From an optimization exercise on the open Yosys and OpenROAD flow, aimed at small area and a short achievable clock period; shortcuts taken in it are not production practice.
No run shown here included a check of the RTL's function; only the layout flow was run.
Power and IR drop assume default switching activity.

==> design.v <==
module full_adder(output sum,
                  output carry_out,
                  input x,
                  input y,
                  input carry_in);
assign sum = x ^ y ^ carry_in;
assign carry_out = (x & y) | (x & carry_in) | (y & carry_in);
endmodule
module half_adder_n(output sum_n,
                    output carry_n,
                    input a_n,
                    input b_n);
xnor_n xs(sum_n, a_n, b_n);
or_n oc(carry_n, a_n, b_n);
endmodule
module xnor_n(output y, input a, input b);
assign y = ~(a ^ b);
endmodule
module or_n(output y, input a, input b);
assign y = a | b;
endmodule
module fir_3tap (input clk,
                 input [7:0] Xin,
                 input [7:0] H0,
                 input [7:0] H1,
                 input [7:0] H2,
                 output reg [15:0] Yout);
reg [15:0] Q1n, Q2n;
wire t2_p0_0 = ~(Xin[0] & H2[0]);
wire t2_p0_1 = ~(Xin[0] & H2[1]);
wire t2_p0_2 = ~(Xin[0] & H2[2]);
wire t2_p0_3 = ~(Xin[0] & H2[3]);
wire t2_p0_4 = ~(Xin[0] & H2[4]);
wire t2_p0_5 = ~(Xin[0] & H2[5]);
wire t2_p0_6 = ~(Xin[0] & H2[6]);
wire t2_p0_7 = ~(Xin[0] & H2[7]);
wire t2_p1_0 = ~(Xin[1] & H2[0]);
wire t2_p1_1 = ~(Xin[1] & H2[1]);
wire t2_p1_2 = ~(Xin[1] & H2[2]);
wire t2_p1_3 = ~(Xin[1] & H2[3]);
wire t2_p1_4 = ~(Xin[1] & H2[4]);
wire t2_p1_5 = ~(Xin[1] & H2[5]);
wire t2_p1_6 = ~(Xin[1] & H2[6]);
wire t2_p1_7 = ~(Xin[1] & H2[7]);
wire t2_p2_0 = ~(Xin[2] & H2[0]);
wire t2_p2_1 = ~(Xin[2] & H2[1]);
wire t2_p2_2 = ~(Xin[2] & H2[2]);
wire t2_p2_3 = ~(Xin[2] & H2[3]);
wire t2_p2_4 = ~(Xin[2] & H2[4]);
wire t2_p2_5 = ~(Xin[2] & H2[5]);
wire t2_p2_6 = ~(Xin[2] & H2[6]);
wire t2_p2_7 = ~(Xin[2] & H2[7]);
wire t2_p3_0 = ~(Xin[3] & H2[0]);
wire t2_p3_1 = ~(Xin[3] & H2[1]);
wire t2_p3_2 = ~(Xin[3] & H2[2]);
wire t2_p3_3 = ~(Xin[3] & H2[3]);
wire t2_p3_4 = ~(Xin[3] & H2[4]);
wire t2_p3_5 = ~(Xin[3] & H2[5]);
wire t2_p3_6 = ~(Xin[3] & H2[6]);
wire t2_p3_7 = ~(Xin[3] & H2[7]);
wire t2_p4_0 = ~(Xin[4] & H2[0]);
wire t2_p4_1 = ~(Xin[4] & H2[1]);
wire t2_p4_2 = ~(Xin[4] & H2[2]);
wire t2_p4_3 = ~(Xin[4] & H2[3]);
wire t2_p4_4 = ~(Xin[4] & H2[4]);
wire t2_p4_5 = ~(Xin[4] & H2[5]);
wire t2_p4_6 = ~(Xin[4] & H2[6]);
wire t2_p4_7 = ~(Xin[4] & H2[7]);
wire t2_p5_0 = ~(Xin[5] & H2[0]);
wire t2_p5_1 = ~(Xin[5] & H2[1]);
wire t2_p5_2 = ~(Xin[5] & H2[2]);
wire t2_p5_3 = ~(Xin[5] & H2[3]);
wire t2_p5_4 = ~(Xin[5] & H2[4]);
wire t2_p5_5 = ~(Xin[5] & H2[5]);
wire t2_p5_6 = ~(Xin[5] & H2[6]);
wire t2_p5_7 = ~(Xin[5] & H2[7]);
wire t2_p6_0 = ~(Xin[6] & H2[0]);
wire t2_p6_1 = ~(Xin[6] & H2[1]);
wire t2_p6_2 = ~(Xin[6] & H2[2]);
wire t2_p6_3 = ~(Xin[6] & H2[3]);
wire t2_p6_4 = ~(Xin[6] & H2[4]);
wire t2_p6_5 = ~(Xin[6] & H2[5]);
wire t2_p6_6 = ~(Xin[6] & H2[6]);
wire t2_p6_7 = ~(Xin[6] & H2[7]);
wire t2_p7_0 = ~(Xin[7] & H2[0]);
wire t2_p7_1 = ~(Xin[7] & H2[1]);
wire t2_p7_2 = ~(Xin[7] & H2[2]);
wire t2_p7_3 = ~(Xin[7] & H2[3]);
wire t2_p7_4 = ~(Xin[7] & H2[4]);
wire t2_p7_5 = ~(Xin[7] & H2[5]);
wire t2_p7_6 = ~(Xin[7] & H2[6]);
wire t2_p7_7 = ~(Xin[7] & H2[7]);
wire t2_s0, t2_c0;
half_adder_n t2_ha1 (t2_s0, t2_c0, t2_p0_6, t2_p1_5);
wire t2_s1, t2_c1;
full_adder t2_fa2 (t2_s1, t2_c1, t2_p0_7, t2_p1_6, t2_p2_5);
wire t2_s2, t2_c2;
half_adder_n t2_ha3 (t2_s2, t2_c2, t2_p3_4, t2_p4_3);
wire t2_s3, t2_c3;
full_adder t2_fa4 (t2_s3, t2_c3, t2_p1_7, t2_p2_6, t2_p3_5);
wire t2_s4, t2_c4;
half_adder_n t2_ha5 (t2_s4, t2_c4, t2_p4_4, t2_p5_3);
wire t2_s5, t2_c5;
full_adder t2_fa6 (t2_s5, t2_c5, t2_p2_7, t2_p3_6, t2_p4_5);
wire t2_s6, t2_c6;
half_adder_n t2_ha7 (t2_s6, t2_c6, t2_p0_4, t2_p1_3);
wire t2_s7, t2_c7;
full_adder t2_fa8 (t2_s7, t2_c7, t2_p0_5, t2_p1_4, t2_p2_3);
wire t2_s8, t2_c8;
half_adder_n t2_ha9 (t2_s8, t2_c8, t2_p3_2, t2_p4_1);
wire t2_s9, t2_c9;
full_adder t2_fa10 (t2_s9, t2_c9, t2_p2_4, t2_p3_3, t2_p4_2);
wire t2_s10, t2_c10;
full_adder t2_fa11 (t2_s10, t2_c10, t2_p5_1, t2_p6_0, t2_s0);
wire t2_s11, t2_c11;
full_adder t2_fa12 (t2_s11, t2_c11, t2_p5_2, t2_p6_1, t2_p7_0);
wire t2_s12, t2_c12;
full_adder t2_fa13 (t2_s12, t2_c12, t2_c0, t2_s2, t2_s1);
wire t2_s13, t2_c13;
full_adder t2_fa14 (t2_s13, t2_c13, t2_p6_2, t2_p7_1, t2_c2);
wire t2_s14, t2_c14;
full_adder t2_fa15 (t2_s14, t2_c14, t2_s4, t2_c1, t2_s3);
wire t2_s15, t2_c15;
full_adder t2_fa16 (t2_s15, t2_c15, t2_p5_4, t2_p6_3, t2_p7_2);
wire t2_s16, t2_c16;
full_adder t2_fa17 (t2_s16, t2_c16, t2_c4, t2_c3, t2_s5);
wire t2_s17, t2_c17;
full_adder t2_fa18 (t2_s17, t2_c17, t2_p3_7, t2_p4_6, t2_p5_5);
wire t2_s18, t2_c18;
full_adder t2_fa19 (t2_s18, t2_c18, t2_p6_4, t2_p7_3, t2_c5);
wire t2_s19, t2_c19;
full_adder t2_fa20 (t2_s19, t2_c19, t2_p4_7, t2_p5_6, t2_p6_5);
wire t2_s20, t2_c20;
half_adder_n t2_ha21 (t2_s20, t2_c20, t2_p0_3, t2_p1_2);
wire t2_s21, t2_c21;
full_adder t2_fa22 (t2_s21, t2_c21, t2_p2_2, t2_p3_1, t2_p4_0);
wire t2_s22, t2_c22;
full_adder t2_fa23 (t2_s22, t2_c22, t2_p5_0, t2_c6, t2_s8);
wire t2_s23, t2_c23;
full_adder t2_fa24 (t2_s23, t2_c23, t2_c8, t2_c7, t2_s9);
wire t2_s24, t2_c24;
full_adder t2_fa25 (t2_s24, t2_c24, t2_c9, t2_s11, t2_c10);
wire t2_s25, t2_c25;
full_adder t2_fa26 (t2_s25, t2_c25, t2_c11, t2_s13, t2_c12);
wire t2_s26, t2_c26;
full_adder t2_fa27 (t2_s26, t2_c26, t2_s15, t2_c13, t2_c14);
wire t2_s27, t2_c27;
full_adder t2_fa28 (t2_s27, t2_c27, t2_c15, t2_s17, t2_c16);
wire t2_s28, t2_c28;
full_adder t2_fa29 (t2_s28, t2_c28, t2_p7_4, t2_c17, t2_s19);
wire t2_s29, t2_c29;
full_adder t2_fa30 (t2_s29, t2_c29, t2_p5_7, t2_p6_6, t2_p7_5);
wire t2_s30, t2_c30;
half_adder_n t2_ha31 (t2_s30, t2_c30, t2_p0_2, t2_p1_1);
wire t2_s31, t2_c31;
full_adder t2_fa32 (t2_s31, t2_c31, t2_p2_1, t2_p3_0, t2_s20);
wire t2_s32, t2_c32;
full_adder t2_fa33 (t2_s32, t2_c32, t2_c20, t2_s6, t2_s21);
wire t2_s33, t2_c33;
full_adder t2_fa34 (t2_s33, t2_c33, t2_c21, t2_s7, t2_s22);
wire t2_s34, t2_c34;
full_adder t2_fa35 (t2_s34, t2_c34, t2_c22, t2_s10, t2_s23);
wire t2_s35, t2_c35;
full_adder t2_fa36 (t2_s35, t2_c35, t2_c23, t2_s12, t2_s24);
wire t2_s36, t2_c36;
full_adder t2_fa37 (t2_s36, t2_c36, t2_s14, t2_c24, t2_s25);
wire t2_s37, t2_c37;
full_adder t2_fa38 (t2_s37, t2_c37, t2_s16, t2_c25, t2_s26);
wire t2_s38, t2_c38;
full_adder t2_fa39 (t2_s38, t2_c38, t2_s18, t2_c26, t2_s27);
wire t2_s39, t2_c39;
full_adder t2_fa40 (t2_s39, t2_c39, t2_c18, t2_s28, t2_c27);
wire t2_s40, t2_c40;
full_adder t2_fa41 (t2_s40, t2_c40, t2_c19, t2_s29, t2_c28);
wire t2_s41, t2_c41;
full_adder t2_fa42 (t2_s41, t2_c41, t2_p6_7, t2_p7_6, t2_c29);
wire [15:0] t2_g, t2_p, t2_sn;
assign t2_g[0] = t2_p0_0 & 1'b1;
assign t2_p[0] = t2_p0_0 ^ 1'b1;
assign t2_g[1] = t2_p0_1 & t2_p1_0;
assign t2_p[1] = t2_p0_1 ^ t2_p1_0;
assign t2_g[2] = t2_s30 & t2_p2_0;
assign t2_p[2] = t2_s30 ^ t2_p2_0;
assign t2_g[3] = t2_c30 & t2_s31;
assign t2_p[3] = t2_c30 ^ t2_s31;
assign t2_g[4] = t2_c31 & t2_s32;
assign t2_p[4] = t2_c31 ^ t2_s32;
assign t2_g[5] = t2_c32 & t2_s33;
assign t2_p[5] = t2_c32 ^ t2_s33;
assign t2_g[6] = t2_c33 & t2_s34;
assign t2_p[6] = t2_c33 ^ t2_s34;
assign t2_g[7] = t2_c34 & t2_s35;
assign t2_p[7] = t2_c34 ^ t2_s35;
assign t2_g[8] = t2_c35 & t2_s36;
assign t2_p[8] = t2_c35 ^ t2_s36;
assign t2_g[9] = t2_c36 & t2_s37;
assign t2_p[9] = t2_c36 ^ t2_s37;
assign t2_g[10] = t2_c37 & t2_s38;
assign t2_p[10] = t2_c37 ^ t2_s38;
assign t2_g[11] = t2_c38 & t2_s39;
assign t2_p[11] = t2_c38 ^ t2_s39;
assign t2_g[12] = t2_c39 & t2_s40;
assign t2_p[12] = t2_c39 ^ t2_s40;
assign t2_g[13] = t2_c40 & t2_s41;
assign t2_p[13] = t2_c40 ^ t2_s41;
assign t2_g[14] = t2_c41 & t2_p7_7;
assign t2_p[14] = t2_c41 ^ t2_p7_7;
assign t2_g[15] = 1'b1 & 1'b1;
assign t2_p[15] = 1'b1 ^ 1'b1;
wire t2_G0 = t2_g[1] | (t2_p[1] & (t2_g[0] | t2_p[0]));
wire t2_G1 = t2_g[2] | (t2_p[2] & t2_G0);
wire t2_G2 = t2_g[3] | (t2_p[3] & t2_G1);
wire t2_G3 = t2_g[4] | (t2_p[4] & t2_G2);
wire t2_G4 = t2_g[6] | (t2_p[6] & t2_g[5]);
wire t2_P4 = t2_p[6] & t2_p[5];
wire t2_G5 = t2_g[8] | (t2_p[8] & t2_g[7]);
wire t2_P5 = t2_p[8] & t2_p[7];
wire t2_G6 = t2_g[10] | (t2_p[10] & t2_g[9]);
wire t2_P6 = t2_p[10] & t2_p[9];
wire t2_G7 = t2_g[12] | (t2_p[12] & t2_g[11]);
wire t2_P7 = t2_p[12] & t2_p[11];
wire t2_G8 = t2_g[14] | (t2_p[14] & t2_g[13]);
wire t2_P8 = t2_p[14] & t2_p[13];
wire t2_G9 = t2_G4 | (t2_P4 & t2_G3);
wire t2_P9 = t2_P4 & t2_p[4];
wire t2_G10 = t2_G6 | (t2_P6 & t2_G5);
wire t2_P10 = t2_P6 & t2_P5;
wire t2_G11 = t2_G8 | (t2_P8 & t2_G7);
wire t2_P11 = t2_P8 & t2_P7;
wire t2_G12 = t2_G10 | (t2_P10 & t2_G9);
wire t2_P12 = t2_P10 & t2_P9;
wire t2_G13 = t2_G11 | (t2_P11 & t2_G12);
wire t2_P13 = t2_P11 & t2_P12;
wire t2_G14 = t2_G5 | (t2_P5 & t2_G9);
wire t2_P14 = t2_P5 & t2_P9;
wire t2_G15 = t2_G7 | (t2_P7 & t2_G12);
wire t2_P15 = t2_P7 & t2_P12;
wire t2_G16 = t2_g[5] | (t2_p[5] & t2_G3);
wire t2_P16 = t2_p[5] & t2_p[4];
wire t2_G17 = t2_g[7] | (t2_p[7] & t2_G9);
wire t2_P17 = t2_p[7] & t2_P9;
wire t2_G18 = t2_g[9] | (t2_p[9] & t2_G14);
wire t2_P18 = t2_p[9] & t2_P14;
wire t2_G19 = t2_g[11] | (t2_p[11] & t2_G12);
wire t2_P19 = t2_p[11] & t2_P12;
wire t2_G20 = t2_g[13] | (t2_p[13] & t2_G15);
wire t2_P20 = t2_p[13] & t2_P15;
assign t2_sn[0] = ~t2_p[0];
assign t2_sn[1] = t2_p[1] ^ (t2_g[0] | t2_p[0]);
assign t2_sn[2] = t2_p[2] ^ t2_G0;
assign t2_sn[3] = t2_p[3] ^ t2_G1;
assign t2_sn[4] = t2_p[4] ^ t2_G2;
assign t2_sn[5] = t2_p[5] ^ t2_G3;
assign t2_sn[6] = t2_p[6] ^ t2_G16;
assign t2_sn[7] = t2_p[7] ^ t2_G9;
assign t2_sn[8] = t2_p[8] ^ t2_G17;
assign t2_sn[9] = t2_p[9] ^ t2_G14;
assign t2_sn[10] = t2_p[10] ^ t2_G18;
assign t2_sn[11] = t2_p[11] ^ t2_G12;
assign t2_sn[12] = t2_p[12] ^ t2_G19;
assign t2_sn[13] = t2_p[13] ^ t2_G15;
assign t2_sn[14] = t2_p[14] ^ t2_G20;
assign t2_sn[15] = t2_p[15] ^ t2_G13;
wire t1_p0_0 = ~(Xin[0] & H1[0]);
wire t1_p0_1 = ~(Xin[0] & H1[1]);
wire t1_p0_2 = ~(Xin[0] & H1[2]);
wire t1_p0_3 = ~(Xin[0] & H1[3]);
wire t1_p0_4 = ~(Xin[0] & H1[4]);
wire t1_p0_5 = ~(Xin[0] & H1[5]);
wire t1_p0_6 = ~(Xin[0] & H1[6]);
wire t1_p0_7 = ~(Xin[0] & H1[7]);
wire t1_p1_0 = ~(Xin[1] & H1[0]);
wire t1_p1_1 = ~(Xin[1] & H1[1]);
wire t1_p1_2 = ~(Xin[1] & H1[2]);
wire t1_p1_3 = ~(Xin[1] & H1[3]);
wire t1_p1_4 = ~(Xin[1] & H1[4]);
wire t1_p1_5 = ~(Xin[1] & H1[5]);
wire t1_p1_6 = ~(Xin[1] & H1[6]);
wire t1_p1_7 = ~(Xin[1] & H1[7]);
wire t1_p2_0 = ~(Xin[2] & H1[0]);
wire t1_p2_1 = ~(Xin[2] & H1[1]);
wire t1_p2_2 = ~(Xin[2] & H1[2]);
wire t1_p2_3 = ~(Xin[2] & H1[3]);
wire t1_p2_4 = ~(Xin[2] & H1[4]);
wire t1_p2_5 = ~(Xin[2] & H1[5]);
wire t1_p2_6 = ~(Xin[2] & H1[6]);
wire t1_p2_7 = ~(Xin[2] & H1[7]);
wire t1_p3_0 = ~(Xin[3] & H1[0]);
wire t1_p3_1 = ~(Xin[3] & H1[1]);
wire t1_p3_2 = ~(Xin[3] & H1[2]);
wire t1_p3_3 = ~(Xin[3] & H1[3]);
wire t1_p3_4 = ~(Xin[3] & H1[4]);
wire t1_p3_5 = ~(Xin[3] & H1[5]);
wire t1_p3_6 = ~(Xin[3] & H1[6]);
wire t1_p3_7 = ~(Xin[3] & H1[7]);
wire t1_p4_0 = ~(Xin[4] & H1[0]);
wire t1_p4_1 = ~(Xin[4] & H1[1]);
wire t1_p4_2 = ~(Xin[4] & H1[2]);
wire t1_p4_3 = ~(Xin[4] & H1[3]);
wire t1_p4_4 = ~(Xin[4] & H1[4]);
wire t1_p4_5 = ~(Xin[4] & H1[5]);
wire t1_p4_6 = ~(Xin[4] & H1[6]);
wire t1_p4_7 = ~(Xin[4] & H1[7]);
wire t1_p5_0 = ~(Xin[5] & H1[0]);
wire t1_p5_1 = ~(Xin[5] & H1[1]);
wire t1_p5_2 = ~(Xin[5] & H1[2]);
wire t1_p5_3 = ~(Xin[5] & H1[3]);
wire t1_p5_4 = ~(Xin[5] & H1[4]);
wire t1_p5_5 = ~(Xin[5] & H1[5]);
wire t1_p5_6 = ~(Xin[5] & H1[6]);
wire t1_p5_7 = ~(Xin[5] & H1[7]);
wire t1_p6_0 = ~(Xin[6] & H1[0]);
wire t1_p6_1 = ~(Xin[6] & H1[1]);
wire t1_p6_2 = ~(Xin[6] & H1[2]);
wire t1_p6_3 = ~(Xin[6] & H1[3]);
wire t1_p6_4 = ~(Xin[6] & H1[4]);
wire t1_p6_5 = ~(Xin[6] & H1[5]);
wire t1_p6_6 = ~(Xin[6] & H1[6]);
wire t1_p6_7 = ~(Xin[6] & H1[7]);
wire t1_p7_0 = ~(Xin[7] & H1[0]);
wire t1_p7_1 = ~(Xin[7] & H1[1]);
wire t1_p7_2 = ~(Xin[7] & H1[2]);
wire t1_p7_3 = ~(Xin[7] & H1[3]);
wire t1_p7_4 = ~(Xin[7] & H1[4]);
wire t1_p7_5 = ~(Xin[7] & H1[5]);
wire t1_p7_6 = ~(Xin[7] & H1[6]);
wire t1_p7_7 = ~(Xin[7] & H1[7]);
wire t1_s0, t1_c0;
half_adder_n t1_ha1 (t1_s0, t1_c0, Q1n[5], t1_p0_5);
wire t1_s1, t1_c1;
full_adder t1_fa2 (t1_s1, t1_c1, Q1n[6], t1_p0_6, t1_p1_5);
wire t1_s2, t1_c2;
half_adder_n t1_ha3 (t1_s2, t1_c2, t1_p2_4, t1_p3_3);
wire t1_s3, t1_c3;
full_adder t1_fa4 (t1_s3, t1_c3, Q1n[7], t1_p0_7, t1_p1_6);
wire t1_s4, t1_c4;
full_adder t1_fa5 (t1_s4, t1_c4, t1_p2_5, t1_p3_4, t1_p4_3);
wire t1_s5, t1_c5;
half_adder_n t1_ha6 (t1_s5, t1_c5, t1_p5_2, t1_p6_1);
wire t1_s6, t1_c6;
full_adder t1_fa7 (t1_s6, t1_c6, Q1n[8], t1_p1_7, t1_p2_6);
wire t1_s7, t1_c7;
full_adder t1_fa8 (t1_s7, t1_c7, t1_p3_5, t1_p4_4, t1_p5_3);
wire t1_s8, t1_c8;
half_adder_n t1_ha9 (t1_s8, t1_c8, t1_p6_2, t1_p7_1);
wire t1_s9, t1_c9;
full_adder t1_fa10 (t1_s9, t1_c9, Q1n[9], t1_p2_7, t1_p3_6);
wire t1_s10, t1_c10;
full_adder t1_fa11 (t1_s10, t1_c10, t1_p4_5, t1_p5_4, t1_p6_3);
wire t1_s11, t1_c11;
full_adder t1_fa12 (t1_s11, t1_c11, Q1n[10], t1_p3_7, t1_p4_6);
wire t1_s12, t1_c12;
half_adder_n t1_ha13 (t1_s12, t1_c12, Q1n[3], t1_p0_3);
wire t1_s13, t1_c13;
full_adder t1_fa14 (t1_s13, t1_c13, Q1n[4], t1_p0_4, t1_p1_3);
wire t1_s14, t1_c14;
half_adder_n t1_ha15 (t1_s14, t1_c14, t1_p2_2, t1_p3_1);
wire t1_s15, t1_c15;
full_adder t1_fa16 (t1_s15, t1_c15, t1_p1_4, t1_p2_3, t1_p3_2);
wire t1_s16, t1_c16;
full_adder t1_fa17 (t1_s16, t1_c16, t1_p4_1, t1_p5_0, t1_s0);
wire t1_s17, t1_c17;
full_adder t1_fa18 (t1_s17, t1_c17, t1_p4_2, t1_p5_1, t1_p6_0);
wire t1_s18, t1_c18;
full_adder t1_fa19 (t1_s18, t1_c18, t1_c0, t1_s2, t1_s1);
wire t1_s19, t1_c19;
full_adder t1_fa20 (t1_s19, t1_c19, t1_p7_0, t1_c2, t1_s5);
wire t1_s20, t1_c20;
full_adder t1_fa21 (t1_s20, t1_c20, t1_c1, t1_s3, t1_s4);
wire t1_s21, t1_c21;
full_adder t1_fa22 (t1_s21, t1_c21, t1_c5, t1_s8, t1_c3);
wire t1_s22, t1_c22;
full_adder t1_fa23 (t1_s22, t1_c22, t1_c4, t1_s6, t1_s7);
wire t1_s23, t1_c23;
full_adder t1_fa24 (t1_s23, t1_c23, t1_p7_2, t1_c8, t1_c6);
wire t1_s24, t1_c24;
full_adder t1_fa25 (t1_s24, t1_c24, t1_c7, t1_s10, t1_s9);
wire t1_s25, t1_c25;
full_adder t1_fa26 (t1_s25, t1_c25, t1_p5_5, t1_p6_4, t1_p7_3);
wire t1_s26, t1_c26;
full_adder t1_fa27 (t1_s26, t1_c26, t1_c10, t1_c9, t1_s11);
wire t1_s27, t1_c27;
full_adder t1_fa28 (t1_s27, t1_c27, Q1n[11], t1_p4_7, t1_p5_6);
wire t1_s28, t1_c28;
full_adder t1_fa29 (t1_s28, t1_c28, t1_p6_5, t1_p7_4, t1_c11);
wire t1_s29, t1_c29;
full_adder t1_fa30 (t1_s29, t1_c29, Q1n[12], t1_p5_7, t1_p6_6);
wire t1_s30, t1_c30;
half_adder_n t1_ha31 (t1_s30, t1_c30, Q1n[2], t1_p0_2);
wire t1_s31, t1_c31;
full_adder t1_fa32 (t1_s31, t1_c31, t1_p1_2, t1_p2_1, t1_p3_0);
wire t1_s32, t1_c32;
full_adder t1_fa33 (t1_s32, t1_c32, t1_p4_0, t1_c12, t1_s14);
wire t1_s33, t1_c33;
full_adder t1_fa34 (t1_s33, t1_c33, t1_c14, t1_c13, t1_s15);
wire t1_s34, t1_c34;
full_adder t1_fa35 (t1_s34, t1_c34, t1_c15, t1_s17, t1_c16);
wire t1_s35, t1_c35;
full_adder t1_fa36 (t1_s35, t1_c35, t1_c17, t1_s19, t1_c18);
wire t1_s36, t1_c36;
full_adder t1_fa37 (t1_s36, t1_c36, t1_c19, t1_c20, t1_s21);
wire t1_s37, t1_c37;
full_adder t1_fa38 (t1_s37, t1_c37, t1_c21, t1_c22, t1_s23);
wire t1_s38, t1_c38;
full_adder t1_fa39 (t1_s38, t1_c38, t1_s25, t1_c23, t1_c24);
wire t1_s39, t1_c39;
full_adder t1_fa40 (t1_s39, t1_c39, t1_c25, t1_s27, t1_c26);
wire t1_s40, t1_c40;
full_adder t1_fa41 (t1_s40, t1_c40, t1_p7_5, t1_c27, t1_s29);
wire t1_s41, t1_c41;
full_adder t1_fa42 (t1_s41, t1_c41, Q1n[13], t1_p6_7, t1_p7_6);
wire t1_s42, t1_c42;
half_adder_n t1_ha43 (t1_s42, t1_c42, Q1n[1], t1_p0_1);
wire t1_s43, t1_c43;
full_adder t1_fa44 (t1_s43, t1_c43, t1_p1_1, t1_p2_0, t1_s30);
wire t1_s44, t1_c44;
full_adder t1_fa45 (t1_s44, t1_c44, t1_c30, t1_s12, t1_s31);
wire t1_s45, t1_c45;
full_adder t1_fa46 (t1_s45, t1_c45, t1_c31, t1_s13, t1_s32);
wire t1_s46, t1_c46;
full_adder t1_fa47 (t1_s46, t1_c46, t1_c32, t1_s16, t1_s33);
wire t1_s47, t1_c47;
full_adder t1_fa48 (t1_s47, t1_c47, t1_c33, t1_s18, t1_s34);
wire t1_s48, t1_c48;
full_adder t1_fa49 (t1_s48, t1_c48, t1_s20, t1_c34, t1_s35);
wire t1_s49, t1_c49;
full_adder t1_fa50 (t1_s49, t1_c49, t1_s22, t1_c35, t1_s36);
wire t1_s50, t1_c50;
full_adder t1_fa51 (t1_s50, t1_c50, t1_s24, t1_c36, t1_s37);
wire t1_s51, t1_c51;
full_adder t1_fa52 (t1_s51, t1_c51, t1_s26, t1_c37, t1_s38);
wire t1_s52, t1_c52;
full_adder t1_fa53 (t1_s52, t1_c52, t1_s28, t1_c38, t1_s39);
wire t1_s53, t1_c53;
full_adder t1_fa54 (t1_s53, t1_c53, t1_c28, t1_s40, t1_c39);
wire t1_s54, t1_c54;
full_adder t1_fa55 (t1_s54, t1_c54, t1_c29, t1_s41, t1_c40);
wire t1_s55, t1_c55;
full_adder t1_fa56 (t1_s55, t1_c55, Q1n[14], t1_p7_7, t1_c41);
wire [15:0] t1_g, t1_p, t1_sn;
assign t1_g[0] = Q1n[0] & t1_p0_0;
assign t1_p[0] = Q1n[0] ^ t1_p0_0;
assign t1_g[1] = t1_s42 & t1_p1_0;
assign t1_p[1] = t1_s42 ^ t1_p1_0;
assign t1_g[2] = t1_c42 & t1_s43;
assign t1_p[2] = t1_c42 ^ t1_s43;
assign t1_g[3] = t1_c43 & t1_s44;
assign t1_p[3] = t1_c43 ^ t1_s44;
assign t1_g[4] = t1_c44 & t1_s45;
assign t1_p[4] = t1_c44 ^ t1_s45;
assign t1_g[5] = t1_c45 & t1_s46;
assign t1_p[5] = t1_c45 ^ t1_s46;
assign t1_g[6] = t1_c46 & t1_s47;
assign t1_p[6] = t1_c46 ^ t1_s47;
assign t1_g[7] = t1_c47 & t1_s48;
assign t1_p[7] = t1_c47 ^ t1_s48;
assign t1_g[8] = t1_c48 & t1_s49;
assign t1_p[8] = t1_c48 ^ t1_s49;
assign t1_g[9] = t1_c49 & t1_s50;
assign t1_p[9] = t1_c49 ^ t1_s50;
assign t1_g[10] = t1_c50 & t1_s51;
assign t1_p[10] = t1_c50 ^ t1_s51;
assign t1_g[11] = t1_c51 & t1_s52;
assign t1_p[11] = t1_c51 ^ t1_s52;
assign t1_g[12] = t1_c52 & t1_s53;
assign t1_p[12] = t1_c52 ^ t1_s53;
assign t1_g[13] = t1_c53 & t1_s54;
assign t1_p[13] = t1_c53 ^ t1_s54;
assign t1_g[14] = t1_c54 & t1_s55;
assign t1_p[14] = t1_c54 ^ t1_s55;
assign t1_g[15] = t1_c55 & Q1n[15];
assign t1_p[15] = t1_c55 ^ Q1n[15];
wire t1_G0 = t1_g[1] | (t1_p[1] & (t1_g[0] | t1_p[0]));
wire t1_G1 = t1_g[2] | (t1_p[2] & t1_G0);
wire t1_G2 = t1_g[3] | (t1_p[3] & t1_G1);
wire t1_G3 = t1_g[4] | (t1_p[4] & t1_G2);
wire t1_G4 = t1_g[6] | (t1_p[6] & t1_g[5]);
wire t1_P4 = t1_p[6] & t1_p[5];
wire t1_G5 = t1_g[8] | (t1_p[8] & t1_g[7]);
wire t1_P5 = t1_p[8] & t1_p[7];
wire t1_G6 = t1_g[10] | (t1_p[10] & t1_g[9]);
wire t1_P6 = t1_p[10] & t1_p[9];
wire t1_G7 = t1_g[12] | (t1_p[12] & t1_g[11]);
wire t1_P7 = t1_p[12] & t1_p[11];
wire t1_G8 = t1_g[14] | (t1_p[14] & t1_g[13]);
wire t1_P8 = t1_p[14] & t1_p[13];
wire t1_G9 = t1_G4 | (t1_P4 & t1_G3);
wire t1_P9 = t1_P4 & t1_p[4];
wire t1_G10 = t1_G6 | (t1_P6 & t1_G5);
wire t1_P10 = t1_P6 & t1_P5;
wire t1_G11 = t1_G8 | (t1_P8 & t1_G7);
wire t1_P11 = t1_P8 & t1_P7;
wire t1_G12 = t1_G10 | (t1_P10 & t1_G9);
wire t1_P12 = t1_P10 & t1_P9;
wire t1_G13 = t1_G11 | (t1_P11 & t1_G12);
wire t1_P13 = t1_P11 & t1_P12;
wire t1_G14 = t1_G5 | (t1_P5 & t1_G9);
wire t1_P14 = t1_P5 & t1_P9;
wire t1_G15 = t1_G7 | (t1_P7 & t1_G12);
wire t1_P15 = t1_P7 & t1_P12;
wire t1_G16 = t1_g[5] | (t1_p[5] & t1_G3);
wire t1_P16 = t1_p[5] & t1_p[4];
wire t1_G17 = t1_g[7] | (t1_p[7] & t1_G9);
wire t1_P17 = t1_p[7] & t1_P9;
wire t1_G18 = t1_g[9] | (t1_p[9] & t1_G14);
wire t1_P18 = t1_p[9] & t1_P14;
wire t1_G19 = t1_g[11] | (t1_p[11] & t1_G12);
wire t1_P19 = t1_p[11] & t1_P12;
wire t1_G20 = t1_g[13] | (t1_p[13] & t1_G15);
wire t1_P20 = t1_p[13] & t1_P15;
assign t1_sn[0] = ~t1_p[0];
assign t1_sn[1] = t1_p[1] ^ (t1_g[0] | t1_p[0]);
assign t1_sn[2] = t1_p[2] ^ t1_G0;
assign t1_sn[3] = t1_p[3] ^ t1_G1;
assign t1_sn[4] = t1_p[4] ^ t1_G2;
assign t1_sn[5] = t1_p[5] ^ t1_G3;
assign t1_sn[6] = t1_p[6] ^ t1_G16;
assign t1_sn[7] = t1_p[7] ^ t1_G9;
assign t1_sn[8] = t1_p[8] ^ t1_G17;
assign t1_sn[9] = t1_p[9] ^ t1_G14;
assign t1_sn[10] = t1_p[10] ^ t1_G18;
assign t1_sn[11] = t1_p[11] ^ t1_G12;
assign t1_sn[12] = t1_p[12] ^ t1_G19;
assign t1_sn[13] = t1_p[13] ^ t1_G15;
assign t1_sn[14] = t1_p[14] ^ t1_G20;
assign t1_sn[15] = t1_p[15] ^ t1_G13;
wire t0_p0_0 = ~(Xin[0] & H0[0]);
wire t0_p0_1 = ~(Xin[0] & H0[1]);
wire t0_p0_2 = ~(Xin[0] & H0[2]);
wire t0_p0_3 = ~(Xin[0] & H0[3]);
wire t0_p0_4 = ~(Xin[0] & H0[4]);
wire t0_p0_5 = ~(Xin[0] & H0[5]);
wire t0_p0_6 = ~(Xin[0] & H0[6]);
wire t0_p0_7 = ~(Xin[0] & H0[7]);
wire t0_p1_0 = ~(Xin[1] & H0[0]);
wire t0_p1_1 = ~(Xin[1] & H0[1]);
wire t0_p1_2 = ~(Xin[1] & H0[2]);
wire t0_p1_3 = ~(Xin[1] & H0[3]);
wire t0_p1_4 = ~(Xin[1] & H0[4]);
wire t0_p1_5 = ~(Xin[1] & H0[5]);
wire t0_p1_6 = ~(Xin[1] & H0[6]);
wire t0_p1_7 = ~(Xin[1] & H0[7]);
wire t0_p2_0 = ~(Xin[2] & H0[0]);
wire t0_p2_1 = ~(Xin[2] & H0[1]);
wire t0_p2_2 = ~(Xin[2] & H0[2]);
wire t0_p2_3 = ~(Xin[2] & H0[3]);
wire t0_p2_4 = ~(Xin[2] & H0[4]);
wire t0_p2_5 = ~(Xin[2] & H0[5]);
wire t0_p2_6 = ~(Xin[2] & H0[6]);
wire t0_p2_7 = ~(Xin[2] & H0[7]);
wire t0_p3_0 = ~(Xin[3] & H0[0]);
wire t0_p3_1 = ~(Xin[3] & H0[1]);
wire t0_p3_2 = ~(Xin[3] & H0[2]);
wire t0_p3_3 = ~(Xin[3] & H0[3]);
wire t0_p3_4 = ~(Xin[3] & H0[4]);
wire t0_p3_5 = ~(Xin[3] & H0[5]);
wire t0_p3_6 = ~(Xin[3] & H0[6]);
wire t0_p3_7 = ~(Xin[3] & H0[7]);
wire t0_p4_0 = ~(Xin[4] & H0[0]);
wire t0_p4_1 = ~(Xin[4] & H0[1]);
wire t0_p4_2 = ~(Xin[4] & H0[2]);
wire t0_p4_3 = ~(Xin[4] & H0[3]);
wire t0_p4_4 = ~(Xin[4] & H0[4]);
wire t0_p4_5 = ~(Xin[4] & H0[5]);
wire t0_p4_6 = ~(Xin[4] & H0[6]);
wire t0_p4_7 = ~(Xin[4] & H0[7]);
wire t0_p5_0 = ~(Xin[5] & H0[0]);
wire t0_p5_1 = ~(Xin[5] & H0[1]);
wire t0_p5_2 = ~(Xin[5] & H0[2]);
wire t0_p5_3 = ~(Xin[5] & H0[3]);
wire t0_p5_4 = ~(Xin[5] & H0[4]);
wire t0_p5_5 = ~(Xin[5] & H0[5]);
wire t0_p5_6 = ~(Xin[5] & H0[6]);
wire t0_p5_7 = ~(Xin[5] & H0[7]);
wire t0_p6_0 = ~(Xin[6] & H0[0]);
wire t0_p6_1 = ~(Xin[6] & H0[1]);
wire t0_p6_2 = ~(Xin[6] & H0[2]);
wire t0_p6_3 = ~(Xin[6] & H0[3]);
wire t0_p6_4 = ~(Xin[6] & H0[4]);
wire t0_p6_5 = ~(Xin[6] & H0[5]);
wire t0_p6_6 = ~(Xin[6] & H0[6]);
wire t0_p6_7 = ~(Xin[6] & H0[7]);
wire t0_p7_0 = ~(Xin[7] & H0[0]);
wire t0_p7_1 = ~(Xin[7] & H0[1]);
wire t0_p7_2 = ~(Xin[7] & H0[2]);
wire t0_p7_3 = ~(Xin[7] & H0[3]);
wire t0_p7_4 = ~(Xin[7] & H0[4]);
wire t0_p7_5 = ~(Xin[7] & H0[5]);
wire t0_p7_6 = ~(Xin[7] & H0[6]);
wire t0_p7_7 = ~(Xin[7] & H0[7]);
wire t0_s0, t0_c0;
half_adder_n t0_ha1 (t0_s0, t0_c0, Q2n[5], t0_p0_5);
wire t0_s1, t0_c1;
full_adder t0_fa2 (t0_s1, t0_c1, Q2n[6], t0_p0_6, t0_p1_5);
wire t0_s2, t0_c2;
half_adder_n t0_ha3 (t0_s2, t0_c2, t0_p2_4, t0_p3_3);
wire t0_s3, t0_c3;
full_adder t0_fa4 (t0_s3, t0_c3, Q2n[7], t0_p0_7, t0_p1_6);
wire t0_s4, t0_c4;
full_adder t0_fa5 (t0_s4, t0_c4, t0_p2_5, t0_p3_4, t0_p4_3);
wire t0_s5, t0_c5;
half_adder_n t0_ha6 (t0_s5, t0_c5, t0_p5_2, t0_p6_1);
wire t0_s6, t0_c6;
full_adder t0_fa7 (t0_s6, t0_c6, Q2n[8], t0_p1_7, t0_p2_6);
wire t0_s7, t0_c7;
full_adder t0_fa8 (t0_s7, t0_c7, t0_p3_5, t0_p4_4, t0_p5_3);
wire t0_s8, t0_c8;
half_adder_n t0_ha9 (t0_s8, t0_c8, t0_p6_2, t0_p7_1);
wire t0_s9, t0_c9;
full_adder t0_fa10 (t0_s9, t0_c9, Q2n[9], t0_p2_7, t0_p3_6);
wire t0_s10, t0_c10;
full_adder t0_fa11 (t0_s10, t0_c10, t0_p4_5, t0_p5_4, t0_p6_3);
wire t0_s11, t0_c11;
full_adder t0_fa12 (t0_s11, t0_c11, Q2n[10], t0_p3_7, t0_p4_6);
wire t0_s12, t0_c12;
half_adder_n t0_ha13 (t0_s12, t0_c12, Q2n[3], t0_p0_3);
wire t0_s13, t0_c13;
full_adder t0_fa14 (t0_s13, t0_c13, Q2n[4], t0_p0_4, t0_p1_3);
wire t0_s14, t0_c14;
half_adder_n t0_ha15 (t0_s14, t0_c14, t0_p2_2, t0_p3_1);
wire t0_s15, t0_c15;
full_adder t0_fa16 (t0_s15, t0_c15, t0_p1_4, t0_p2_3, t0_p3_2);
wire t0_s16, t0_c16;
full_adder t0_fa17 (t0_s16, t0_c16, t0_p4_1, t0_p5_0, t0_s0);
wire t0_s17, t0_c17;
full_adder t0_fa18 (t0_s17, t0_c17, t0_p4_2, t0_p5_1, t0_p6_0);
wire t0_s18, t0_c18;
full_adder t0_fa19 (t0_s18, t0_c18, t0_c0, t0_s2, t0_s1);
wire t0_s19, t0_c19;
full_adder t0_fa20 (t0_s19, t0_c19, t0_p7_0, t0_c2, t0_s5);
wire t0_s20, t0_c20;
full_adder t0_fa21 (t0_s20, t0_c20, t0_c1, t0_s3, t0_s4);
wire t0_s21, t0_c21;
full_adder t0_fa22 (t0_s21, t0_c21, t0_c5, t0_s8, t0_c3);
wire t0_s22, t0_c22;
full_adder t0_fa23 (t0_s22, t0_c22, t0_c4, t0_s6, t0_s7);
wire t0_s23, t0_c23;
full_adder t0_fa24 (t0_s23, t0_c23, t0_p7_2, t0_c8, t0_c6);
wire t0_s24, t0_c24;
full_adder t0_fa25 (t0_s24, t0_c24, t0_c7, t0_s10, t0_s9);
wire t0_s25, t0_c25;
full_adder t0_fa26 (t0_s25, t0_c25, t0_p5_5, t0_p6_4, t0_p7_3);
wire t0_s26, t0_c26;
full_adder t0_fa27 (t0_s26, t0_c26, t0_c10, t0_c9, t0_s11);
wire t0_s27, t0_c27;
full_adder t0_fa28 (t0_s27, t0_c27, Q2n[11], t0_p4_7, t0_p5_6);
wire t0_s28, t0_c28;
full_adder t0_fa29 (t0_s28, t0_c28, t0_p6_5, t0_p7_4, t0_c11);
wire t0_s29, t0_c29;
full_adder t0_fa30 (t0_s29, t0_c29, Q2n[12], t0_p5_7, t0_p6_6);
wire t0_s30, t0_c30;
half_adder_n t0_ha31 (t0_s30, t0_c30, Q2n[2], t0_p0_2);
wire t0_s31, t0_c31;
full_adder t0_fa32 (t0_s31, t0_c31, t0_p1_2, t0_p2_1, t0_p3_0);
wire t0_s32, t0_c32;
full_adder t0_fa33 (t0_s32, t0_c32, t0_p4_0, t0_c12, t0_s14);
wire t0_s33, t0_c33;
full_adder t0_fa34 (t0_s33, t0_c33, t0_c14, t0_c13, t0_s15);
wire t0_s34, t0_c34;
full_adder t0_fa35 (t0_s34, t0_c34, t0_c15, t0_s17, t0_c16);
wire t0_s35, t0_c35;
full_adder t0_fa36 (t0_s35, t0_c35, t0_c17, t0_s19, t0_c18);
wire t0_s36, t0_c36;
full_adder t0_fa37 (t0_s36, t0_c36, t0_c19, t0_c20, t0_s21);
wire t0_s37, t0_c37;
full_adder t0_fa38 (t0_s37, t0_c37, t0_c21, t0_c22, t0_s23);
wire t0_s38, t0_c38;
full_adder t0_fa39 (t0_s38, t0_c38, t0_s25, t0_c23, t0_c24);
wire t0_s39, t0_c39;
full_adder t0_fa40 (t0_s39, t0_c39, t0_c25, t0_s27, t0_c26);
wire t0_s40, t0_c40;
full_adder t0_fa41 (t0_s40, t0_c40, t0_p7_5, t0_c27, t0_s29);
wire t0_s41, t0_c41;
full_adder t0_fa42 (t0_s41, t0_c41, Q2n[13], t0_p6_7, t0_p7_6);
wire t0_s42, t0_c42;
half_adder_n t0_ha43 (t0_s42, t0_c42, Q2n[1], t0_p0_1);
wire t0_s43, t0_c43;
full_adder t0_fa44 (t0_s43, t0_c43, t0_p1_1, t0_p2_0, t0_s30);
wire t0_s44, t0_c44;
full_adder t0_fa45 (t0_s44, t0_c44, t0_c30, t0_s12, t0_s31);
wire t0_s45, t0_c45;
full_adder t0_fa46 (t0_s45, t0_c45, t0_c31, t0_s13, t0_s32);
wire t0_s46, t0_c46;
full_adder t0_fa47 (t0_s46, t0_c46, t0_c32, t0_s16, t0_s33);
wire t0_s47, t0_c47;
full_adder t0_fa48 (t0_s47, t0_c47, t0_c33, t0_s18, t0_s34);
wire t0_s48, t0_c48;
full_adder t0_fa49 (t0_s48, t0_c48, t0_s20, t0_c34, t0_s35);
wire t0_s49, t0_c49;
full_adder t0_fa50 (t0_s49, t0_c49, t0_s22, t0_c35, t0_s36);
wire t0_s50, t0_c50;
full_adder t0_fa51 (t0_s50, t0_c50, t0_s24, t0_c36, t0_s37);
wire t0_s51, t0_c51;
full_adder t0_fa52 (t0_s51, t0_c51, t0_s26, t0_c37, t0_s38);
wire t0_s52, t0_c52;
full_adder t0_fa53 (t0_s52, t0_c52, t0_s28, t0_c38, t0_s39);
wire t0_s53, t0_c53;
full_adder t0_fa54 (t0_s53, t0_c53, t0_c28, t0_s40, t0_c39);
wire t0_s54, t0_c54;
full_adder t0_fa55 (t0_s54, t0_c54, t0_c29, t0_s41, t0_c40);
wire t0_s55, t0_c55;
full_adder t0_fa56 (t0_s55, t0_c55, Q2n[14], t0_p7_7, t0_c41);
wire [15:0] t0_g, t0_p, t0_sn;
assign t0_g[0] = Q2n[0] & t0_p0_0;
assign t0_p[0] = Q2n[0] ^ t0_p0_0;
assign t0_g[1] = t0_s42 & t0_p1_0;
assign t0_p[1] = t0_s42 ^ t0_p1_0;
assign t0_g[2] = t0_c42 & t0_s43;
assign t0_p[2] = t0_c42 ^ t0_s43;
assign t0_g[3] = t0_c43 & t0_s44;
assign t0_p[3] = t0_c43 ^ t0_s44;
assign t0_g[4] = t0_c44 & t0_s45;
assign t0_p[4] = t0_c44 ^ t0_s45;
assign t0_g[5] = t0_c45 & t0_s46;
assign t0_p[5] = t0_c45 ^ t0_s46;
assign t0_g[6] = t0_c46 & t0_s47;
assign t0_p[6] = t0_c46 ^ t0_s47;
assign t0_g[7] = t0_c47 & t0_s48;
assign t0_p[7] = t0_c47 ^ t0_s48;
assign t0_g[8] = t0_c48 & t0_s49;
assign t0_p[8] = t0_c48 ^ t0_s49;
assign t0_g[9] = t0_c49 & t0_s50;
assign t0_p[9] = t0_c49 ^ t0_s50;
assign t0_g[10] = t0_c50 & t0_s51;
assign t0_p[10] = t0_c50 ^ t0_s51;
assign t0_g[11] = t0_c51 & t0_s52;
assign t0_p[11] = t0_c51 ^ t0_s52;
assign t0_g[12] = t0_c52 & t0_s53;
assign t0_p[12] = t0_c52 ^ t0_s53;
assign t0_g[13] = t0_c53 & t0_s54;
assign t0_p[13] = t0_c53 ^ t0_s54;
assign t0_g[14] = t0_c54 & t0_s55;
assign t0_p[14] = t0_c54 ^ t0_s55;
assign t0_g[15] = t0_c55 & Q2n[15];
assign t0_p[15] = t0_c55 ^ Q2n[15];
wire t0_G0 = t0_g[1] | (t0_p[1] & (t0_g[0] | t0_p[0]));
wire t0_G1 = t0_g[2] | (t0_p[2] & t0_G0);
wire t0_G2 = t0_g[3] | (t0_p[3] & t0_G1);
wire t0_G3 = t0_g[4] | (t0_p[4] & t0_G2);
wire t0_G4 = t0_g[6] | (t0_p[6] & t0_g[5]);
wire t0_P4 = t0_p[6] & t0_p[5];
wire t0_G5 = t0_g[8] | (t0_p[8] & t0_g[7]);
wire t0_P5 = t0_p[8] & t0_p[7];
wire t0_G6 = t0_g[10] | (t0_p[10] & t0_g[9]);
wire t0_P6 = t0_p[10] & t0_p[9];
wire t0_G7 = t0_g[12] | (t0_p[12] & t0_g[11]);
wire t0_P7 = t0_p[12] & t0_p[11];
wire t0_G8 = t0_g[14] | (t0_p[14] & t0_g[13]);
wire t0_P8 = t0_p[14] & t0_p[13];
wire t0_G9 = t0_G4 | (t0_P4 & t0_G3);
wire t0_P9 = t0_P4 & t0_p[4];
wire t0_G10 = t0_G6 | (t0_P6 & t0_G5);
wire t0_P10 = t0_P6 & t0_P5;
wire t0_G11 = t0_G8 | (t0_P8 & t0_G7);
wire t0_P11 = t0_P8 & t0_P7;
wire t0_G12 = t0_G10 | (t0_P10 & t0_G9);
wire t0_P12 = t0_P10 & t0_P9;
wire t0_G13 = t0_G11 | (t0_P11 & t0_G12);
wire t0_P13 = t0_P11 & t0_P12;
wire t0_G14 = t0_G5 | (t0_P5 & t0_G9);
wire t0_P14 = t0_P5 & t0_P9;
wire t0_G15 = t0_G7 | (t0_P7 & t0_G12);
wire t0_P15 = t0_P7 & t0_P12;
wire t0_G16 = t0_g[5] | (t0_p[5] & t0_G3);
wire t0_P16 = t0_p[5] & t0_p[4];
wire t0_G17 = t0_g[7] | (t0_p[7] & t0_G9);
wire t0_P17 = t0_p[7] & t0_P9;
wire t0_G18 = t0_g[9] | (t0_p[9] & t0_G14);
wire t0_P18 = t0_p[9] & t0_P14;
wire t0_G19 = t0_g[11] | (t0_p[11] & t0_G12);
wire t0_P19 = t0_p[11] & t0_P12;
wire t0_G20 = t0_g[13] | (t0_p[13] & t0_G15);
wire t0_P20 = t0_p[13] & t0_P15;
assign t0_sn[0] = ~t0_p[0];
assign t0_sn[1] = t0_p[1] ^ (t0_g[0] | t0_p[0]);
assign t0_sn[2] = t0_p[2] ^ t0_G0;
assign t0_sn[3] = t0_p[3] ^ t0_G1;
assign t0_sn[4] = t0_p[4] ^ t0_G2;
assign t0_sn[5] = t0_p[5] ^ t0_G3;
assign t0_sn[6] = t0_p[6] ^ t0_G16;
assign t0_sn[7] = t0_p[7] ^ t0_G9;
assign t0_sn[8] = t0_p[8] ^ t0_G17;
assign t0_sn[9] = t0_p[9] ^ t0_G14;
assign t0_sn[10] = t0_p[10] ^ t0_G18;
assign t0_sn[11] = t0_p[11] ^ t0_G12;
assign t0_sn[12] = t0_p[12] ^ t0_G19;
assign t0_sn[13] = t0_p[13] ^ t0_G15;
assign t0_sn[14] = t0_p[14] ^ t0_G20;
assign t0_sn[15] = t0_p[15] ^ t0_G13;
always @(posedge clk) begin
  Q1n  <= t2_sn;
  Q2n  <= t1_sn;
  Yout <= ~t0_sn;
end
endmodule
==> flow/run.sh <==
#!/bin/bash
# The standard layout (standard.sh), with two changes to how it is made:
# - ports are buffered with buf_1 instead of the default delay buffer;
# - repair_timing aims for 6 ns of setup slack instead of 0.
set -euo pipefail
export SETUP_SLACK_MARGIN=6
export BUFFER_PORTS_ARGS="-buffer_cell sky130_fd_sc_hd__buf_1"
bash standard.sh > standard.log 2>&1
==> standard.sh <==
#!/bin/bash
# synth_recipe.tcl (not shown) runs the flow's synth.tcl, then flattens the netlist and writes it again
# the make line also repeats each setting of config.mk as NAME=value (left out here)
make -C /OpenROAD-flow-scripts/flow DESIGN_CONFIG=/design/flow/config.mk WORK_HOME=/design/flow/orfs CLKGATE_MAP_FILE= SYNTH_SCRIPT=/design/flow/synth_recipe.tcl "${@:-finish}"
==> config.mk <==
export PLATFORM = sky130hd
export DESIGN_NAME = fir_3tap
export DESIGN_NICKNAME = fir_3tap
export VERILOG_FILES = /design/flow/design.v
export SDC_FILE = /design/flow/constraint.sdc
export NUM_CORES = 4
export LEC_CHECK = 0
export CAP_MARGIN = 20
export CORE_MARGIN = 2
export CORE_UTILIZATION = 40
export SLEW_MARGIN = 20
export SYNTH_HIERARCHICAL = 1
export SYNTH_MINIMUM_KEEP_SIZE = 0
==> constraint.sdc <==
create_clock -name core_clock -period 12.5 [get_ports {clk}]
set_input_delay 2.5000 -clock core_clock [delete_from_list [all_inputs] [get_ports {clk}]]
set_output_delay 2.5000 -clock core_clock [all_outputs]
set_load 0.01 [all_outputs]
==> impl_metrics.py, run 1 <==
metrics = {
    "sta": {
        "rsz0062_at_grt": "true",
        "worst_slew_pin_slew_ns": 0.458,
        "fmax_ghz": 0.158,
        "setup_tns_ns": 0,
        "finalCritPeriodShare_pct": 50.6,
        "hold_slack_ns": 0.501,
        "fin_worst_skew_ns": 0.00548,
        "setup_viol": 0,
        "min_period_ns": 6.32,
        "slew_headroom_pct": 69.5,
        "hold_viol_final": 0,
        "slew_viol_final": 0,
    },
    "setup_path": {
        "critPathSlowestCell": "fa_1",
        "crit_path_frequent_cell": "fa_1",
        "worstPathMaxFanout": 24,
        "cp_cell_sequence": "buf_1 -> buf_4 -> nand2_1 -> xnor2_1 -> fa_1 -> fa_1 -> fa_1 -> ha_1 -> and2_1 -> a311o_1 -> a21o_1 -> a21o_1 -> a21o_1 -> fa_1 -> xor2_1",
        "cpLargestDelayFamily": "adder cells",
        "startpoint_type": "input port",
        "required_ns": 12.68,
        "worstSetupEndpointType": "register",
        "path_buf_inv": 2,
        "worstPathArrival_ns": 6.50,
        "cp_slowest_stage_delay_ns": 0.58,
        "critical_path_class": "in2reg",
    },
    "final_layout": {
        "final_core_util_pct": 44.1,
        "layout.nets": 880,
        "area.sequential_um2": 961,
        "diodes": 0,
        "fillers": 1546,
        "multi_input_area_um2": 5150,
        "drive_gt1_share_pct": 2.74,
        "finalNonFillerCells": 874,
        "area_growth_pct": 8.59,
    },
    "global_route": {
        "grt_max_degree": 25,
        "grt_pass1_wl_um": 22300,
        "antenna_found_initial": 0,
        "grt_pass1_vias": 4723,
        "grt_remaining_overflow": 0,
        "track_usage_pct": 16.7,
    },
    "clock_tree": {
        "tritoncts": "done",
        "path_clk_slew_ns": 0.06,
        "cts_max_path_buffers": 2,
        "clockRootBuffer": "clkbuf_16",
        "clock-sinks": 48,
        "cts_made_buffers": 5,
        "cts_hold_buffers": 0,
        "clk_latency_ns": 0.29,
        "htreeDepth": 2,
    },
    "placement": {
        "gp_congestion": 0.774,
        "place_inst": 866,
        "post-dp-hpwl_um": 10100,
        "numPortBuffers": 48,
    },
    "die": {
        "dieArea_um2": 17000,
        "coreArea_um2": 15700,
        "io_pins": 49,
        "die_height_um": 130,
        "dieWidth_um": 130,
        "floorplan.initialDensity_pct": 40.6,
        "num_rows": 46,
    },
    "yosys": {
        "avgSynthCellArea_um2": 10.1,
        "yosysMostFrequentCell": "nand2_1",
        "synth_top_area_share_pct": 49.3,
        "synth.area.top_cells": "fa_1 49%, dfxtp_1 15%, nand2_1 11%, ha_1 6.5%, xnor2_1 4.5%",
        "yosys_register_bits": 48,
        "synth.cell_area_um2": 6380,
        "syn_nets": 854,
        "ys_seq_area_share_pct": 15.1,
        "synth_cell_types": 26,
        "synthCells": 631,
        "synth-main-ff-cell": "dfxtp_1",
        "synthArstFlopShare_pct": 0,
        "ys_warn_count": 7,
        "yosysTopAreaCell": "fa_1",
        "ys_top_cells_by_count": "195 x nand2_1, 157 x fa_1, 48 x dfxtp_1, 39 x inv_1",
        "synth_edf_count": 0,
    },
    "routing": {
        "viasPerCell": 4.90,
        "post_drt_wl_per_cell_um": 14.5,
        "first_iter_violations": 197,
        "vias": 4281,
        "drt-pass1-iter-count": 4,
        "antenna_left": 0,
        "wirelength_um": 12700,
        "drc": 0,
    },
    "status": {
        "status": "finished clean",
    },
    "worst_hold_path": {
        "hold_class": "reg2reg",
    },
    "run": {
        "drv_cap": 0,
    },
    "pwr": {
        "power-per-cell-area_nw_per_um2": 281,
        "power.total_w": 0.00194,
        "power.leakage_nw": 2.66,
        "irDropWorstVdd_mv": 0.214,
    },
}
-- flip-flops by register name (all words and copies together) (netlist names) --
signal  flops
Q2n        16
Q1n        16
Yout       16
-- Yosys stat by module, one instance, submodules excluded, excerpt --
module,times used,cells inside,flops+latches
xnor_n,23,1,0
full_adder,131,1,0
fir_3tap,1,454,48
or_n,23,1,0
-- tightest hold or removal path, stage by stage (launching register included) --
cell	delay (ns)
dfxtp_1	0.30
inv_1	0.05
ha_1	0.12
-- layout by cell type (no fill, tap or decap), types with 3 or more instances in the layout --
master | netlist | final
buf_1 | 10 | 46
a21o_1 | 5 | 5
ha_1 | 33 | 33
o21ai_0 | 7 | 7
dfxtp_1 | 48 | 48
nor2_1 | 8 | 8
buf_6 | 0 | 4
inv_1 | 39 | 39
buf_4 | 0 | 3
clkbuf_16 | 0 | 5
a21oi_1 | 9 | 8
and2_1 | 7 | 7
xnor2_1 | 33 | 33
fa_1 | 157 | 157
xor2_1 | 9 | 9
or2_1 | 23 | 23
nand2_1 | 195 | 195
nand2b_1 | 5 | 5
-- power breakdown --
group / internal (W) / switching, W
sequential: 0.000265 / 0.0000284
clock: 0.0000800 / 0.0000570
combinational: 0.000703 / 0.000810
total: 0.00105 / 0.000896
-- per-layer routing --
metal	vias to the layer above	track usage (%)	wire length (µm)
met5	-	0	0
met4	0	2.09	29
met3	2	2.99	633
met2	100	28.6	6290
met1	2221	22.9	5720
li1	1958	-	-
-- repair_timing --
item                       in CTS  in global routing
resized for setup               4                  9
setup endpoints to repair      19                  6
setup buffers                   0                  0
-- cell type report --
type / instances / share of cell area [%]
Clock buffer: 8 / 2.11
Inverter: 39 / 2.11
Multi-Input combinational cell: 508 / 74.3
Sequential cell: 48 / 13.9
Tap cell: 216 / 3.90
Timing Repair Buffer: 55 / 3.65
-- per-stage QoR --
step | worst slack (ns) | cell area [µm²]
after floorplan | 6.16 | 6380
after global placement | 5.35 | 6750
after detailed placement | 5.26 | 6750
after CTS | 6.08 | 6890
after global routing | 5.97 | 6930
final | 6.18 | 6930
-- kinds of logic (layout without fill, tap and decap cells) --
group | count (synthesis) | in the layout | synth area share [%]
and+or+nand+nor | 244 | 244 | 15.9
adders and majority gates | 190 | 190 | 55.7
DFF | 48 | 48 | 15.1
buffers and inverters | 75 | 102 | 4.41
xor gates and xnor gates | 42 | 42 | 5.77
AOI/OAI and AO/OA | 32 | 32 | 3.08
-- path summary, 6_finish.rpt --
check	cells after the start	slack [ns]	start	endpoint
setup reg to reg	12	8.67	Q2n[8]$_DFF_P_	Yout[14]$_DFF_P_
setup / recovery	15	6.18	Xin[1]	Q1n[12]$_DFF_P_
hold reg to reg	2	0.50	Q2n[0]$_DFF_P_	Yout[0]$_DFF_P_
hold / removal	2	0.50	Q2n[0]$_DFF_P_	Yout[0]$_DFF_P_
==> inputs of run 2 (changes only) <==
==> flow/run.sh (replaced) <==
#!/bin/bash
# The standard layout (standard.sh), with two changes to how it is made:
# - ports are buffered with buf_1 instead of the default delay buffer;
# - repair_timing aims for 6.5 ns of setup slack instead of 0.
set -euo pipefail
export SETUP_SLACK_MARGIN=6.5
export BUFFER_PORTS_ARGS="-buffer_cell sky130_fd_sc_hd__buf_1"
bash standard.sh > standard.log 2>&1
==> impl_metrics.py, run 2 <==
metrics = {
    "status": {
        "status": "finished clean",
    },
    "yosys": {
        "yosys_register_bits": 48,
        "ys_top_cells_by_count": "195 x nand2_1, 157 x fa_1, 48 x dfxtp_1, 39 x inv_1",
        "synth_cell_types": 26,
        "yosysMostFrequentCell": "nand2_1",
        "ys_warn_count": 7,
        "synth_edf_count": 0,
        "synth.area.top_cells": "fa_1 49%, dfxtp_1 15%, nand2_1 11%, ha_1 6.5%, xnor2_1 4.5%",
        "avgSynthCellArea_um2": 10.1,
        "synth-main-ff-cell": "dfxtp_1",
        "synth_top_area_share_pct": 49.3,
        "syn_nets": 854,
        "synthCells": 631,
        "synth.cell_area_um2": 6380,
        "ys_seq_area_share_pct": 15.1,
        "synthArstFlopShare_pct": 0,
        "yosysTopAreaCell": "fa_1",
    },
    "setup_path": {
        "worstPathMaxFanout": 6,
        "critPathSlowestCell": "fa_1",
        "worstSetupEndpointType": "register",
        "worstPathArrival_ns": 6.10,
        "critical_path_class": "in2reg",
        "cp_cell_sequence": "buf_4 -> buf_12 -> buf_12 -> nand2_2 -> fa_1 -> fa_2 -> fa_1 -> fa_1 -> ha_4 -> a21oi_4 -> o21a_1 -> a31oi_4 -> nand3_1 -> nand2_1 -> fa_2 -> inv_1",
        "required_ns": 12.70,
        "startpoint_type": "input port",
        "cp_slowest_stage_delay_ns": 0.58,
        "cpLargestDelayFamily": "adder cells",
        "crit_path_frequent_cell": "fa_1",
        "path_buf_inv": 4,
    },
    "global_route": {
        "track_usage_pct": 18.7,
        "grt_remaining_overflow": 0,
        "grt_pass1_vias": 5017,
        "antenna_found_initial": 0,
        "grt_pass1_wl_um": 24500,
        "grt_max_degree": 16,
    },
    "routing": {
        "wirelength_um": 14200,
        "drc": 0,
        "vias": 4420,
        "drt-pass1-iter-count": 4,
        "antenna_left": 0,
        "first_iter_violations": 262,
        "post_drt_wl_per_cell_um": 15.7,
        "viasPerCell": 4.87,
    },
    "pwr": {
        "power_frac_seq_pct": 12.8,
        "power-per-cell-area_nw_per_um2": 292,
        "p_switching_w": 0.00102,
        "swShare_pct": 44.1,
        "irDropWorstVdd_mv": 0.203,
        "power_frac_clock_pct": 7.0,
        "intPower_w": 0.00129,
        "power.total_w": 0.00230,
        "pwr-share-comb_pct": 80.1,
        "power.leakage_nw": 3.12,
    },
    "sta": {
        "fmax_ghz": 0.169,
        "setup_tns_ns": 0,
        "min_period_ns": 5.90,
        "finalCritPeriodShare_pct": 47.2,
        "slew_viol_final": 0,
        "slew_headroom_pct": 72.9,
        "worst_slew_pin_slew_ns": 0.406,
        "rsz0062_at_grt": "true",
        "fin_worst_skew_ns": 0.00761,
        "hold_viol_final": 0,
        "setup_viol": 0,
    },
    "placement": {
        "post-dp-hpwl_um": 9740,
        "place_inst": 867,
        "numPortBuffers": 48,
        "gp_congestion": 0.825,
        "dpl_cell_area_um2": 6850,
    },
    "final_layout": {
        "largestRegisters": "Q1n: 16 flops, Q2n: 16 flops, Yout: 16 flops",
        "layout.nets": 913,
        "final_core_util_pct": 50.1,
        "final_cell_mix": "189 x nand2_1, 130 x fa_1, 48 x dfxtp_1, 39 x inv_1, 32 x xnor2_1",
        "drive_gt1_share_pct": 18.5,
        "area_growth_pct": 23.5,
        "fillers": 1435,
        "final_common_cell": "nand2_1",
        "diodes": 0,
        "final_area_um2": 7880,
        "finalNonFillerCells": 907,
    },
    "clock_tree": {
        "path_clk_slew_ns": 0.07,
        "tritoncts": "done",
        "clock-sinks": 48,
        "cts_made_buffers": 5,
        "clk_latency_ns": 0.29,
        "cts_max_path_buffers": 2,
        "htreeDepth": 2,
        "clockRootBuffer": "clkbuf_16",
    },
    "die": {
        "io_pins": 49,
        "die_height_um": 130,
        "dieWidth_um": 130,
        "floorplan.initialDensity_pct": 40.6,
        "coreArea_um2": 15700,
        "dieArea_um2": 17000,
        "num_rows": 46,
    },
    "run": {
        "drv_cap": 0,
    },
    "worst_hold_path": {
        "hold_class": "reg2reg",
    },
}
==> run 2: cell counts after synthesis <==
No cell type changed its count.
==> run 2: repair_timing <==
item / 4_1_cts / 5_1_grt
pin swaps: 9 / 55
buffers inserted: 13 / 7
cloned: 10 / 2
gates resized for setup: 56 / 52
endpoints found under the setup margin: 11 / 15
hold buffers: 0 / 0
==> run 2: routing by layer <==
metal,up-vias,global-route usage [%],part of all wire (%)
met5,-,0,0
met4,0,2.21,0.50
met3,7,3.16,5.5
met2,118,32.8,50
met1,2269,25.2,44
li1,2026,-,-
==> run 2: per-module statistics from Yosys (local to each module, per instance), a selection <==
module | area (µm²) | flops+latches | times used | cells inside
full_adder | 20.0 | 0 | 131 | 1
xnor_n | 8.76 | 0 | 23 | 1
or_n | 6.26 | 0 | 23 | 1
fir_3tap | 3410 | 48 | 1 | 454
==> run 2: metrics by stage <==
step           hold slack [ns]  setup slack, ns
3_5_place_dp             0.492             6.00
5_1_grt                  0.543             6.46
4_1_cts                  0.509             6.50
3_3_place_gp             0.475             6.01
2_1_floorplan            0.457             6.48
6_report                 0.499             6.60
==> run 2: worst min-delay path, cell delays in order (launching register included) <==
cell and delay, ns:
dfxtp_1 0.30, inv_1 0.05, ha_1 0.12
==> run 2: path summary, 6_finish.rpt <==
path / startpoint / to / slack, ns / cells past startpoint
worst min register to register: Q2n[0]$_DFF_P_ / Yout[0]$_DFF_P_ / 0.50 / 2
worst max-delay path: Xin[5] / Yout[13]$_DFF_P_ / 6.60 / 16
worst max register to register: Q2n[6]$_DFF_P_ / Yout[13]$_DFF_P_ / 8.80 / 12
worst min-delay path: Q2n[0]$_DFF_P_ / Yout[0]$_DFF_P_ / 0.50 / 2
==> run 2: power by group through the flow <==
stage                     Combinational [W]  Sequential (W)  Clock [W]
final                               0.00184        0.000296   0.000162
after global routing                0.00215        0.000304   0.000174
after CTS                           0.00170        0.000296   0.000167
after detailed placement            0.00159        0.000298          0
after global placement              0.00157        0.000300          0
after floorplan                     0.00128        0.000307          0
==> run 2: cell families (layout without fill, tap and decap cells) <==
group / Yosys count / after routing / share of synthesized area (%)
and+or+nand+nor: 244 / 244 / 15.9
AOI/OAI and AO/OA: 32 / 32 / 3.08
buffers and inverters: 75 / 135 / 4.41
xor gates and xnor gates: 42 / 42 / 5.77
DFF: 48 / 48 / 15.1
adders and majority gates: 190 / 190 / 55.7
==> run 2: cell type report <==
type	instances	area (µm²)	share of cell area, %
Clock inverter	2	38.8	0.493
Timing Repair Buffer	88	950	12.1
Multi-Input combinational cell	508	5370	68.2
Tap cell	216	270	3.43
Inverter	39	146	1.86
Clock buffer	6	139	1.76
Sequential cell	48	961	12.2

==> what the ideal ports hide <==
No port has a modelled driver above. Below, the same layouts with a new extraction and two added sets of constraints. Step 1, drivers: a clkbuf_16 drives clk and a buf_2 each remaining input, both assumed. Step 2 adds t to the input delays and takes it off the output delays; t is the mean of the earliest and latest rising clock arrival at the registers after step 1. Input paths then give back, and output paths get back, about the clock's delay inside the block. a / b / c = ideal / step 1 / step 2; a / b = the first two.
run | t, ns | slack for setup (ns) | clock arrival spread, ns | slew at the worst register clock pin (ns)
run 1 | 0.320 | 6.176 / 6.188 / 5.868 | 0.005 / 0.006 | 0.07 / 0.07
run 2 | 0.323 | 6.596 / 6.595 / 6.272 | 0.009 / 0.008 | 0.07 / 0.07
After both steps setup and hold are still met in every run listed. The setup slack of run 2, which loses most, moves by -0.001 ns with the drivers and by -0.324 ns with both steps.
